Source: an optimization exercise on an open RTL-to-GDS flow (aim: small area, a short achievable clock period and few clock cycles per item). Production flows keep margins and buffers that such runs may drop.
RTL that was checked went through simulation tests only; none was proved equivalent to the original.
No functional check of the RTL was part of runs 2 and 3.

==> flow/design.v (outline; a module is shown in full before it is edited, if it fits) <==
// module SNN: 3101 lines
module SNN(
	clk,
	rst_n,
	in_valid,
	img,
	ker,
	weight,
	out_valid,
	out_data
);
  // ...
==> flow/flow/run.sh <==
#!/bin/bash
# Standard ORFS layout with two changes: the ports are buffered with buf_2, and
# after the standard synthesis the inverters that extract_fa leaves around
# full adders are removed by choosing each full adder's polarity (invopt.py).
set -euo pipefail
export BUFFER_PORTS_ARGS="-buffer_cell sky130_fd_sc_hd__buf_2"
bash standard.sh synth > synth.log 2>&1
NET=orfs/results/sky130hd/SNN/base/1_2_yosys.v
cp "$NET" synth_netlist_before_invopt.log
python3 flow/invopt.py "$NET" > invopt.log 2>&1
bash standard.sh > standard.log 2>&1
==> flow/flow/invopt.py <==
#!/usr/bin/env python3
"""Remove inverters around full adders in a flat gate-level netlist.

A full adder is self-dual: FA(~a,~b,~c) = (~cout, ~sum).  Yosys' extract_fa
leaves many inverters between full-adder cells.  This pass chooses, for each
fa cell, whether to implement it in complemented polarity so that the number
of inverters needed is minimal, then rewrites the netlist.  The logic
function of every port and register input is unchanged.

usage: invopt.py netlist.v [out.v]
"""
import re, sys, random, collections, os

CELL_RE = re.compile(r'^(\s*)(sky130_fd_sc_hd__\w+)\s+(\S+)\s*\((.*?)\);\n', re.M | re.S)
PIN_RE = re.compile(r'\.(\w+)\(\s*((?:\\\S+\s*)|[^()]*?)\s*\)')
OUTPINS = {'X', 'Y', 'Q', 'Q_N', 'SUM', 'COUT', 'HI', 'LO'}
INV_TYPES = {'sky130_fd_sc_hd__inv_1'}


def fmt(net):
    return net + ' ' if net.startswith('\\') else net


def main():
    src = sys.argv[1]
    dst = sys.argv[2] if len(sys.argv) > 2 else src
    txt = open(src).read()
    mod_end = txt.rindex('endmodule')
    ports = set()
    for m in re.finditer(r'^\s*(input|output)\s+(\[[^\]]*\]\s*)?(\S+);', txt, re.M):
        ports.add(m.group(3))

    cells = []   # [type, name, {pin: net}, indent]
    for m in CELL_RE.finditer(txt):
        pins = {p: n.strip() for p, n in PIN_RE.findall(m.group(4))}
        cells.append([m.group(2), m.group(3), pins, m.group(1)])

    def base(net):
        return net.split('[')[0].strip().lstrip('\\')

    drv = {}
    loads = collections.defaultdict(list)
    for i, (t, n, p, _) in enumerate(cells):
        for pin, net in p.items():
            if pin in OUTPINS:
                drv[net] = (i, pin)
            else:
                loads[net].append((i, pin))

    # removable inverters: input and output internal nets
    removable = set()
    for i, (t, n, p, _) in enumerate(cells):
        if t in INV_TYPES:
            a, y = p['A'], p['Y']
            if base(a) in ports or base(y) in ports:
                continue
            removable.add(i)

    # resolve every net to (root net, polarity) through removable inverters
    root = {}
    def resolve(net):
        if net in root:
            return root[net]
        d = drv.get(net)
        if d is not None and d[0] in removable:
            r, pol = resolve(cells[d[0]][2]['A'])
            root[net] = (r, pol ^ 1)
        else:
            root[net] = (net, 0)
        return root[net]

    # load pins (non-removable cells) grouped by root net
    pinreq = collections.defaultdict(list)  # root -> [(cell, pin, pol)]
    for i, (t, n, p, _) in enumerate(cells):
        if i in removable:
            continue
        for pin, net in p.items():
            if pin in OUTPINS:
                continue
            r, pol = resolve(net)
            pinreq[r].append((i, pin, pol))

    isfa = [c[0].startswith('sky130_fd_sc_hd__fa_') for c in cells]
    # gates whose output polarity may be chosen: type -> (complement type, output pin map)
    PAIRS = [('and2_1', 'nand2_1', 6.256, 3.754), ('or2_1', 'nor2_1', 6.256, 3.754),
             ('xor2_1', 'xnor2_1', 8.758, 8.758), ('a21o_1', 'a21oi_1', 7.507, 5.005),
             ('o21a_1', 'o21ai_0', 7.507, 5.005), ('and3_1', 'nand3_1', 6.256, 5.005),
             ('or3_1', 'nor3_1', 6.256, 5.005), ('a22o_1', 'a22oi_1', 8.758, 7.507),
             ('o22a_1', 'o22ai_1', 8.758, 6.256), ('and4_1', 'nand4_1', 8.758, 6.256),
             ('or4_1', 'nor4_1', 7.507, 6.256), ('a211o_1', 'a211oi_1', 8.758, 7.507),
             ('o211a_1', 'o211ai_1', 10.010, 7.507), ('a31o_1', 'a31oi_1', 8.758, 6.256),
             ('o31a_1', 'o31ai_1', 8.758, 7.507), ('mux2_1', 'mux2i_1', 11.261, 10.010),
             ('or2b_1', 'nor2b_1', 7.507, 6.256), ('and2b_1', 'nand2b_1', 7.507, 6.256)]
    DUAL = {}
    AREA = {}
    for pos, neg, apos, aneg in PAIRS:
        P = 'sky130_fd_sc_hd__' + pos
        N = 'sky130_fd_sc_hd__' + neg
        DUAL[P] = (N, {'X': 'Y'})
        DUAL[N] = (P, {'Y': 'X'})
        AREA[P] = apos
        AREA[N] = aneg
    # o21ai_1 is flipped to o21a_1 (o21a_1 flips back to o21ai_0)
    DUAL['sky130_fd_sc_hd__o21ai_1'] = ('sky130_fd_sc_hd__o21a_1', {'Y': 'X'})
    AREA['sky130_fd_sc_hd__o21ai_1'] = 5.005
    INV_AREA = 3.754
    isgate = [False] * len(cells)
    for i, c in enumerate(cells):
        if c[0] in DUAL and i not in removable:
            outnet = [n for pin, n in c[2].items() if pin in OUTPINS][0]
            if base(outnet) not in ports:
                isgate[i] = True
    flip = [0] * len(cells)
    # root nets driven by fa cells
    rootdrv = {}
    for r in pinreq:
        d = drv.get(r)
        rootdrv[r] = d[0] if d is not None else None

    fa_roots = collections.defaultdict(set)   # flippable cell -> root nets it touches
    for r, lst in pinreq.items():
        d = rootdrv[r]
        if d is not None and (isfa[d] or isgate[d]):
            fa_roots[d].add(r)
        for (i, pin, pol) in lst:
            if isfa[i]:
                fa_roots[i].add(r)

    def gate_area(i):
        t = cells[i][0]
        return AREA[DUAL[t][0]] if flip[i] else AREA[t]

    def cost_root(r):
        d = rootdrv[r]
        fd = flip[d] if d is not None else 0
        need = 0
        for (i, pin, pol) in pinreq[r]:
            if pol ^ (flip[i] if isfa[i] else 0) ^ fd:
                need = 1
                break
        # a root whose driver was flipped but which feeds a port directly is handled
        # by the rewrite (it needs an inverter to the port); count it too
        return need

    fas = [i for i in range(len(cells)) if isfa[i] or isgate[i]]
    def cell_cost(i):
        return gate_area(i) if isgate[i] else 0.0
    def total_cost():
        return INV_AREA * sum(cost_root(r) for r in pinreq) + sum(cell_cost(i) for i in fas)
    area0 = total_cost()
    total0 = sum(cost_root(r) for r in pinreq)
    best = total0
    random.seed(int(os.environ.get('INVOPT_SEED', '1')))
    import math
    def local(i):
        return INV_AREA * sum(cost_root(r) for r in fa_roots[i]) + cell_cost(i)
    if os.environ.get('INVOPT_INIT') == 'inv':
        for i in fas:
            if isfa[i] or cells[i][0] == 'sky130_fd_sc_hd__and2_1':
                flip[i] = 1
    cur = total_cost()
    best_cost = cur
    best_flip = list(flip)
    n = len(fas)
    iters = int(os.environ.get('INVOPT_ITERS', '3000')) * n
    T0, T1 = float(os.environ.get('INVOPT_T0', '3.0')), 0.01
    for k in range(iters):
        T = T0 * (T1 / T0) ** (k / iters)
        i = fas[random.randrange(n)]
        before = local(i)
        flip[i] ^= 1
        after = local(i)
        d = after - before
        if d <= 0 or random.random() < math.exp(-d / T):
            cur += d
            if cur < best_cost - 1e-9:
                best_cost = cur
                best_flip = list(flip)
        else:
            flip[i] ^= 1
    flip[:] = best_flip
    # final greedy clean-up
    improved = True
    while improved:
        improved = False
        for i in fas:
            before = local(i)
            flip[i] ^= 1
            if local(i) < before - 1e-9:
                improved = True
            else:
                flip[i] ^= 1
    total = sum(cost_root(r) for r in pinreq)

    # nets that are outputs of cells we keep and are connected to ports need care:
    # a flipped fa never drives a port net directly (check)
    for i in fas:
        if flip[i] and isfa[i]:
            for pin in ('SUM', 'COUT'):
                net = cells[i][2].get(pin)
                if net is not None and base(net) in ports:
                    flip[i] = 0
    total = sum(cost_root(r) for r in pinreq)

    # rewrite: new inverter per root that needs one
    newcells = []
    newwires = []
    invnet = {}
    k = 0
    for r, lst in pinreq.items():
        d = rootdrv[r]
        fd = flip[d] if d is not None else 0
        for (i, pin, pol) in lst:
            if pol ^ (flip[i] if isfa[i] else 0) ^ fd:
                if r not in invnet:
                    k += 1
                    nn = f'_invopt_n{k}_'
                    invnet[r] = nn
                    newwires.append(nn)
                    newcells.append(('sky130_fd_sc_hd__inv_1', f'_invopt_i{k}_', {'A': r, 'Y': nn}))
                cells[i][2][pin] = invnet[r]
            else:
                cells[i][2][pin] = r
    for i in fas:
        if isgate[i] and flip[i]:
            t = cells[i][0]
            nt, pm = DUAL[t]
            cells[i][0] = nt
            cells[i][2] = {pm.get(pin, pin): net for pin, net in cells[i][2].items()}
    # removed inverters: drop them
    out = []
    pos = 0
    idx = 0
    pieces = []
    last = 0
    for m, c in zip(CELL_RE.finditer(txt), cells):
        pieces.append(txt[last:m.start()])
        i = idx
        idx += 1
        last = m.end()
        if i in removable:
            continue
        t, n, p, ind = c
        body = ',\n'.join(f'{ind}  .{pin}({fmt(net)})' for pin, net in p.items())
        pieces.append(f'{ind}{t} {n} (\n{body}\n{ind});\n')
    tail = txt[last:]
    body = ''.join(pieces)
    # declare new wires right after the module header port declarations
    decl = ''.join(f'  wire {w};\n' for w in newwires)
    cellsrc = ''.join(f'  {t} {n} (\n' + ',\n'.join(f'    .{pin}({fmt(net)})' for pin, net in p.items()) + '\n  );\n' for t, n, p in newcells)
    ei = tail.rindex('endmodule')
    tail = tail[:ei] + cellsrc + tail[ei:]
    first_cell = body.find('sky130_fd_sc_hd__')
    # insert declarations before the first cell instance line
    line_start = body.rfind('\n', 0, first_cell) + 1
    body = body[:line_start] + decl + body[line_start:]
    open(dst, 'w').write(body + tail)
    print(f'invopt: flippable cells {len(fas)}, flipped {sum(flip[i] for i in fas)}, '
          f'removable inverters {len(removable)}, inverters before {total0} after {total}, '
          f'area of inverters+gates {area0:.1f} -> {total_cost():.1f}')


if __name__ == '__main__':
    main()
==> flow/standard.sh <==
#!/bin/bash
# synth_recipe.tcl (not shown) runs the flow's synth.tcl, then flattens the netlist and writes it again
# the make line also repeats each setting of config.mk as NAME=value (left out here)
make -C /OpenROAD-flow-scripts/flow DESIGN_CONFIG=/design/flow/config.mk WORK_HOME=/design/flow/orfs CLKGATE_MAP_FILE= SYNTH_SCRIPT=/design/flow/synth_recipe.tcl "${@:-finish}"
==> flow/config.mk <==
export PLATFORM = sky130hd
export DESIGN_NAME = SNN
export DESIGN_NICKNAME = SNN
export VERILOG_FILES = /design/flow/design.v
export SDC_FILE = /design/flow/constraint.sdc
export NUM_CORES = 4
export LEC_CHECK = 0
export CAP_MARGIN = 20
export CORE_MARGIN = 2
export CORE_UTILIZATION = 40
export CTS_CLUSTER_DIAMETER = 120
export CTS_CLUSTER_SIZE = 24
export SLEW_MARGIN = 20
==> flow/constraint.sdc <==
create_clock -name core_clock -period 16.0 [get_ports {clk}]
set_input_delay 3.2000 -clock core_clock [delete_from_list [all_inputs] [get_ports {clk}]]
set_output_delay 3.2000 -clock core_clock [all_outputs]
set_load 0.01 [all_outputs]
==> impl_metrics.ini, run 1 <==
[run_status]
outcome = no timing/DRC/antenna violations

[worst_setup_path]
startpoint = k1[4]
timing.rr.start = k1[4]
reg2reg_to = sa_7_0
required_ps = 16510
worst-r2r-cell-count = 8
cp-start-kind = flip-flop

[drt]
vias = 19400
drc = 0
drt-vias-per-instance = 5.16
met3_length_mm = 4.58

[global_routing]
grt_pass1_wl_mm = 129
antenna_found_initial = 2
met1_usage_pct = 25.3

[finish]
reg_top3 = conv (20), m2 (17), mr (17)
n_antenna_cell = 1
final_common_cell = fa_1
largest-register = conv
final_net_count = 3511
multi_input_area_share_pct = 57.2

[sta]
fin_tns_setup_ps = 0
setup_slack_ps = 11360
slew_violations = 0

[synth]
synth_nets = 3454
synth_area_per_cell_um2 = 12.9

[floorplanning]
tap_cells = 1080
die_h_um = 294

[clock_network]
clk_pin_slew_ps = 100
ctsResizeCount = 0
ctsHoldBuffers = 0

[placed_design]
dp_worst_setup_slack_ps = 11090

[flow_run]
drv_cap = 0
Testbench counts, summed over its fixed seeds: cycles 38,400, items 480.
==> run 2, diff against run 1 <==
--- a/flow/design.v
+++ b/flow/design.v
@@ -3066,16 +3066,18 @@
 wire [16:0] mac_nx;
 assign mac_nx = {~(~m2[16]), ~(~m2[15]), ~(fs_1413), ~(fs_1411), ~(fs_1409), ~(fs_1407), ~(fs_1405), ~(fs_1403), ~(fs_1401), ~(fs_1399), ~(fs_1397), ~(fs_1395), ~(fs_1393), ~(fs_1391), ~(fs_1389), ~(~m2[1]), ~(~(pm0[0] & wr0[0]))} + {1'b0, ~(fc_1414), ~(fc_1412), ~(fc_1410), ~(fc_1408), ~(fc_1406), ~(fc_1404), ~(fc_1402), ~(fc_1400), ~(fc_1398), ~(fc_1396), ~(fc_1394), ~(fc_1392), ~(fc_1390), ~(hc_1388), ~(hs_1387), ~(~m2[0])};
 wire [7:0] q = qa + qb + {7'd0, qcin};
 wire q_gt0 = q > pm0;
 wire q_gt1 = q > pm1;
 wire pfirst = !qr[0] && !qc[0];
 wire [16:0] fsum = {1'b0, mr[16:1]} + {9'd0, mr[16:9]} + 17'd1;
 wire [7:0] fcv = fsum[15:8];
+wire [8:0] dfa = {1'b0, f0} - {1'b0, fcv};
+wire [7:0] dfb = fcv - f0;
 wire last = h & hpr & hk;
 wire [9:0] tot = ((hpr | hk) ? dsum : 10'd0) + {2'd0, dif};
 always @(posedge clk) begin
   conv <= conv_nx;
   qa <= dva[21:14];
   qb <= dvb[21:14];
   qcin <= dvlow[14];
   if (qv) begin
@@ -3083,17 +3085,17 @@
     else if (qr[0] && qc[0]) pm0 <= q_gt1 ? q : pm1;   
     else        pm1 <= (pfirst || q_gt1) ? q : pm1;
   end
   mr <= mac_nx;
   m2 <= (op1 | op2) ? mr : 17'd0;
   if (e2 | e3) begin
     f0 <= f1; f1 <= f2; f2 <= f3; f3 <= fcv;
   end
-  dif <= (f0 > fcv) ? f0 - fcv : fcv - f0;
+  dif <= dfa[8] ? dfb : dfa[7:0];
   if (h) dsum <= tot;
 end
 always @(posedge clk or negedge rst_n) begin
   if (!rst_n) begin out_valid <= 1'b0; out_data <= 10'd0; end
   else begin
     out_valid <= last;
     out_data <= (last & (tot >= 10'd16)) ? tot : 10'd0;
   end
--- a/flow/flow/invopt.py
+++ b/flow/flow/invopt.py
@@ -103,17 +103,18 @@
     # o21ai_1 is flipped to o21a_1 (o21a_1 flips back to o21ai_0)
     DUAL['sky130_fd_sc_hd__o21ai_1'] = ('sky130_fd_sc_hd__o21a_1', {'Y': 'X'})
     AREA['sky130_fd_sc_hd__o21ai_1'] = 5.005
     INV_AREA = 3.754
     isgate = [False] * len(cells)
     for i, c in enumerate(cells):
         if c[0] in DUAL and i not in removable:
             outnet = [n for pin, n in c[2].items() if pin in OUTPINS][0]
-            if base(outnet) not in ports:
+            # weak inverting gates are kept off high-fanout nets
+            if base(outnet) not in ports and len(loads.get(outnet, [])) <= 3:
                 isgate[i] = True
     flip = [0] * len(cells)
     # root nets driven by fa cells
     rootdrv = {}
     for r in pinreq:
         d = drv.get(r)
         rootdrv[r] = d[0] if d is not None else None
 
==> run 2 against run 1 <==
Net effect:
- area after synthesis rose by 0.26%
- sequential share of layout area barely moved
- core utilization barely moved
- highest routed layer unchanged
- via count rose by 1.1%
- cell count rose by 0.32%
- still clean
- clock skew fell by 8.6 ps
- critical path type unchanged
- register-to-register slack got worse by 20 ps
- cell area barely moved
- die area rose by 0.26%
- critical path depth rose by 5
- sequential cell count did not move
==> impl_metrics.ini, run 2 <==
[floorplanning]
rows = 106
die_h_um = 294
dieArea_um2 = 86500
die_w_um = 294
ios = 38
core-area_um2 = 83600
start_util_pct = 40.3

[finish]
instances_no_fill = 3778
area_delta_synth_final_pct = 6.78
register_area_um2 = 12200
fillers = 7750
final_common_cell = fa_1
final_cell_area_um2 = 36000
final_net_count = 3523
largest-register = conv
n_antenna_cell = 0
largest_reg_flops = 20
reg_top3 = conv (20), m2 (17), mr (17)
multi_input_area_um2 = 20600
layout_common_cells = fa_1, nand2_1, dfxtp_1, inv_1, edfxtp_1
drive_gt1_share_pct = 4.08

[worst_setup_path]
cpMostUsedCell = fa_1
crit_chain = and2_1, fa_1, fa_1, fa_1, fa_1, ha_1, a21oi_1, o21ai_0, nor2b_1, a2111oi_2, o21bai_1, a21oi_1, xnor2_1
required_ps = 16540
crit_slowest_cell = fa_1
critPathKind = reg -> reg
slowest_delay_ps = 580
cp-start-kind = flip-flop
endpoint_kind = flip-flop
arrival_ps = 5200
cp_max_fo = 9

[clock_network]
clk_pin_slew_ps = 90
post_cts_buffers = 0
ctsHoldBuffers = 0
cts_max_level = 1
ctsResizeCount = 0
insertion_delay_ps = 620
cts.path.max_buffers = 3
cts_sinks = 521
tritoncts = built
cts_buffers = 26
cts-root-buf = clkbuf_16

[global_routing]
grt_max_degree = 34
grt_pass1_wl_mm = 130
antenna_found_initial = 1
grt-ovfl-total = 0
track_usage_pct = 19.9
grt_pass1_vias = 22300

[sta]
slew_headroom_pct = 40.7
period_share_pct = 29.1
setup-violations-final = 0
fin_tns_setup_ps = 0
hold_violations = 0
hold_ws_ps = 328
clock.fmax_mhz = 215
post-route-min-period_ps = 4660
setup_slack_ps = 11340
rsz0062_at_grt = no
fin_skew_ps = 26.7
worstMarginPinSlew_ps = 887
slew_violations = 0

[synth]
synth_nets = 3469
synth_cells = 2624
synth_area_per_cell_um2 = 12.8
ys_warn_count = 1
syn_area_um2 = 33700

[drt]
drtIter0Drc = 1338
drt-vias-per-instance = 5.20
ant_nets = 0
wl_per_cell_um = 22.0
drc = 0
vias = 19600
wirelength_mm = 83.1
firstDrtPassIters = 5

[placed_design]
port_buffers = 37
gp_congestion = 0.947
dpl_cell_area_um2 = 35200
dp_worst_setup_slack_ps = 11320
dpl.hpwl_mm = 69.5
dp_cells = 3730

[worst_hold_path]
hold_path.class = reg -> reg

[flow_run]
drv_cap = 0

[run_status]
outcome = no timing/DRC/antenna violations
==> run 2: worst max-delay path: cells and delay by family, from the launching register on <==
family / cells / cell delay (ps)
AOI/OAI and AO/OA: 5 / 1110
xor gates and xnor gates: 1 / 130
adders and majority gates: 5 / 2390
and+or+nand+nor: 2 / 390
DFF: 1 / 570
==> run 2: cell type report <==
cell class / instances / share of cell area [%]
clock buffers: 43 / 1.99
clock inverters: 5 / 0.153
inverters: 198 / 2.07
multi-input cells: 1891 / 57.4
flip-flops and latches: 521 / 34.0
well taps: 1080 / 3.76
repair buffers: 40 / 0.578
==> run 2: final timing paths <==
path / cells past startpoint / from / end / slack, ps
max: 13 / pm0[0] / mr[14] / 11340
min reg2reg: 0 / sr2[4] / sr3[4] / 330
min: 0 / sr2[4] / sr3[4] / 330
min in group asynchronous: 1 / rst_n / out_data[2] / 2540
max in group asynchronous: 1 / rst_n / op2 / 13110
max reg2reg: 13 / pm0[0] / mr[14] / 11340
==> run 2: stage by stage <==
step,util (%)
2_1_floorplan,-
3_3_place_gp,42.1
3_5_place_dp,42.1
4_1_cts,43.0
5_1_grt,43.0
6_report,43.0
==> run 2: metal layers <==
metal | vias to the layer above | track usage, % | share of wire [%]
li1 | 8420 | - | -
met1 | 10300 | 24.4 | 38
met2 | 697 | 35.5 | 52
met3 | 187 | 2.25 | 5.3
met4 | 0 | 8.04 | 4.9
met5 | - | 0 | 0
==> run 3, diff against run 2 <==
--- a/flow/config.mk
+++ b/flow/config.mk
@@ -6,4 +6,5 @@
 export NUM_CORES = 4
 export LEC_CHECK = 0
+export ABC_CLOCK_PERIOD_IN_PS = 4500
 export CAP_MARGIN = 20
 export CORE_MARGIN = 2
==> run 3 against run 2 <==
Net effect:
- cell count unchanged
- non-clock buffer count stayed put
- first-iteration DRC count unchanged
- clock skew is the same
- register-to-register slack about the same
- area after synthesis unchanged
- highest routed layer unchanged
- synthesized cell count did not move
- via count is the same
==> impl_metrics.ini, run 3 <==
[synth]
synth_area_per_cell_um2 = 12.8
syn_area_um2 = 33700
synth_cells = 2624
ys_warn_count = 1
synth_nets = 3469

[clock_network]
clk_pin_slew_ps = 90
cts_sinks = 521
cts_buffers = 26
post_cts_buffers = 0
cts-root-buf = clkbuf_16
ctsHoldBuffers = 0
insertion_delay_ps = 620
tritoncts = built
cts.path.max_buffers = 3
ctsResizeCount = 0
cts_max_level = 1

[worst_setup_path]
cp-start-kind = flip-flop
crit_slowest_cell = fa_1
crit_buf_inv = 0
slowest_delay_ps = 580
endpoint_kind = flip-flop
cp_max_fo = 9
cpMostUsedCell = fa_1
crit_family = adder cells
crit_chain = and2_1, fa_1, fa_1, fa_1, fa_1, ha_1, a21oi_1, o21ai_0, nor2b_1, a2111oi_2, o21bai_1, a21oi_1, xnor2_1
required_ps = 16540
arrival_ps = 5200
critPathKind = reg -> reg

[floorplanning]
die_h_um = 294
ios = 38
start_util_pct = 40.3
die_w_um = 294
dieArea_um2 = 86500
rows = 106
core-area_um2 = 83600

[finish]
n_antenna_cell = 0
area_delta_synth_final_pct = 6.78
reg_top3 = conv (20), m2 (17), mr (17)
largest-register = conv
fillers = 7750
final_common_cell = fa_1
final_net_count = 3523
drive_gt1_share_pct = 4.08
instances_no_fill = 3778
layout_common_cells = fa_1, nand2_1, dfxtp_1, inv_1, edfxtp_1
largest_reg_flops = 20

[drt]
wl_per_cell_um = 22.0
drc = 0
drt-vias-per-instance = 5.20
wirelength_mm = 83.1
ant_nets = 0
drtIter0Drc = 1338
firstDrtPassIters = 5
vias = 19600

[sta]
hold_ws_ps = 328
fin_skew_ps = 26.7
slew_violations = 0
setup-violations-final = 0
rsz0062_at_grt = no
setup_slack_ps = 11340
hold_violations = 0
slew_headroom_pct = 40.7
post-route-min-period_ps = 4660
fin_tns_setup_ps = 0
period_share_pct = 29.1
clock.fmax_mhz = 215
worstMarginPinSlew_ps = 887

[worst_hold_path]
hold_path.class = reg -> reg

[global_routing]
track_usage_pct = 19.9
grt_max_degree = 34
antenna_found_initial = 1
grt-ovfl-total = 0
grt_pass1_vias = 22300
grt_pass1_wl_mm = 130

[placed_design]
dp_worst_setup_slack_ps = 11320
port_buffers = 37
dp_cells = 3730
gp_congestion = 0.947
dpl.hpwl_mm = 69.5

[flow_run]
drv_cap = 0

[run_status]
outcome = no timing/DRC/antenna violations
[run 3: metrics by stage]
stage | area (µm²) | utilization (%)
2_1_floorplan | 33700 | -
3_3_place_gp | 35200 | 42.1
3_5_place_dp | 35200 | 42.1
4_1_cts | 36000 | 43.0
5_1_grt | 36000 | 43.0
6_report | 36000 | 43.0
[run 3: worst reg2reg max path, cell delays in order, from the launching register on]
cell and delay, ps:
edfxtp_1 570, and2_1 240, fa_1 570, fa_1 450
fa_1 580, fa_1 430, ha_1 360, a21oi_1 150
o21ai_0 110, nor2b_1 150, a2111oi_2 500, o21bai_1 150
a21oi_1 200, xnor2_1 130
[run 3: path summary, 6_finish.rpt]
kind,slack [ps],to,cells past startpoint,startpoint
max in group asynchronous,13110,op2,1,rst_n
max,11340,mr[14],13,pm0[0]
min,330,sr3[4],0,sr2[4]
min in group asynchronous,2540,out_data[2],1,rst_n
max reg2reg,11340,mr[14],13,pm0[0]
min reg2reg,330,sr3[4],0,sr2[4]
[run 3: layout make-up]
class | count | area (µm²) | share of cell area, %
inverters | 198 | 743 | 2.07
repair buffers | 40 | 208 | 0.578
well taps | 1080 | 1350 | 3.76
clock inverters | 5 | 55.1 | 0.153
multi-input cells | 1891 | 20600 | 57.4
clock buffers | 43 | 714 | 1.99
flip-flops and latches | 521 | 12200 | 34.0
[run 3: routing by layer]
metal	vias up	GRT usage [%]	share of wire, %
li1	8420	-	-
met1	10300	24.4	38
met2	697	35.5	52
met3	187	2.25	5.3
met4	0	8.04	4.9
met5	-	0	0

==> separate check: timing with driven ports <==
Ports are ideal in the flow. The routed layouts listed here were re-timed in OpenROAD. Step 1 assumes that a clkbuf_16 drives the clock port and a buf_2 every other input. Step 2 times the ports against the registers' clock, not the clock port: input delays grow and output delays shrink by t, the midpoint of the rising clock arrivals with the driver on. a / b / c = ideal / step 1 / step 2; a / b = the first two.
run	t (ns)	slack for setup (ns)	hold slack, ns	slew at the worst register clock pin (ns)
run 1	0.679	11.362 / 11.362 / 11.362	0.315 / 0.315 / 0.315	0.12 / 0.12
run 2	0.665	11.339 / 11.339 / 11.339	0.328 / 0.328 / 0.328	0.11 / 0.11
run 3	0.665	11.339 / 11.339 / 11.339	0.328 / 0.328 / 0.328	0.11 / 0.11
After both steps every run listed still meets setup and hold.
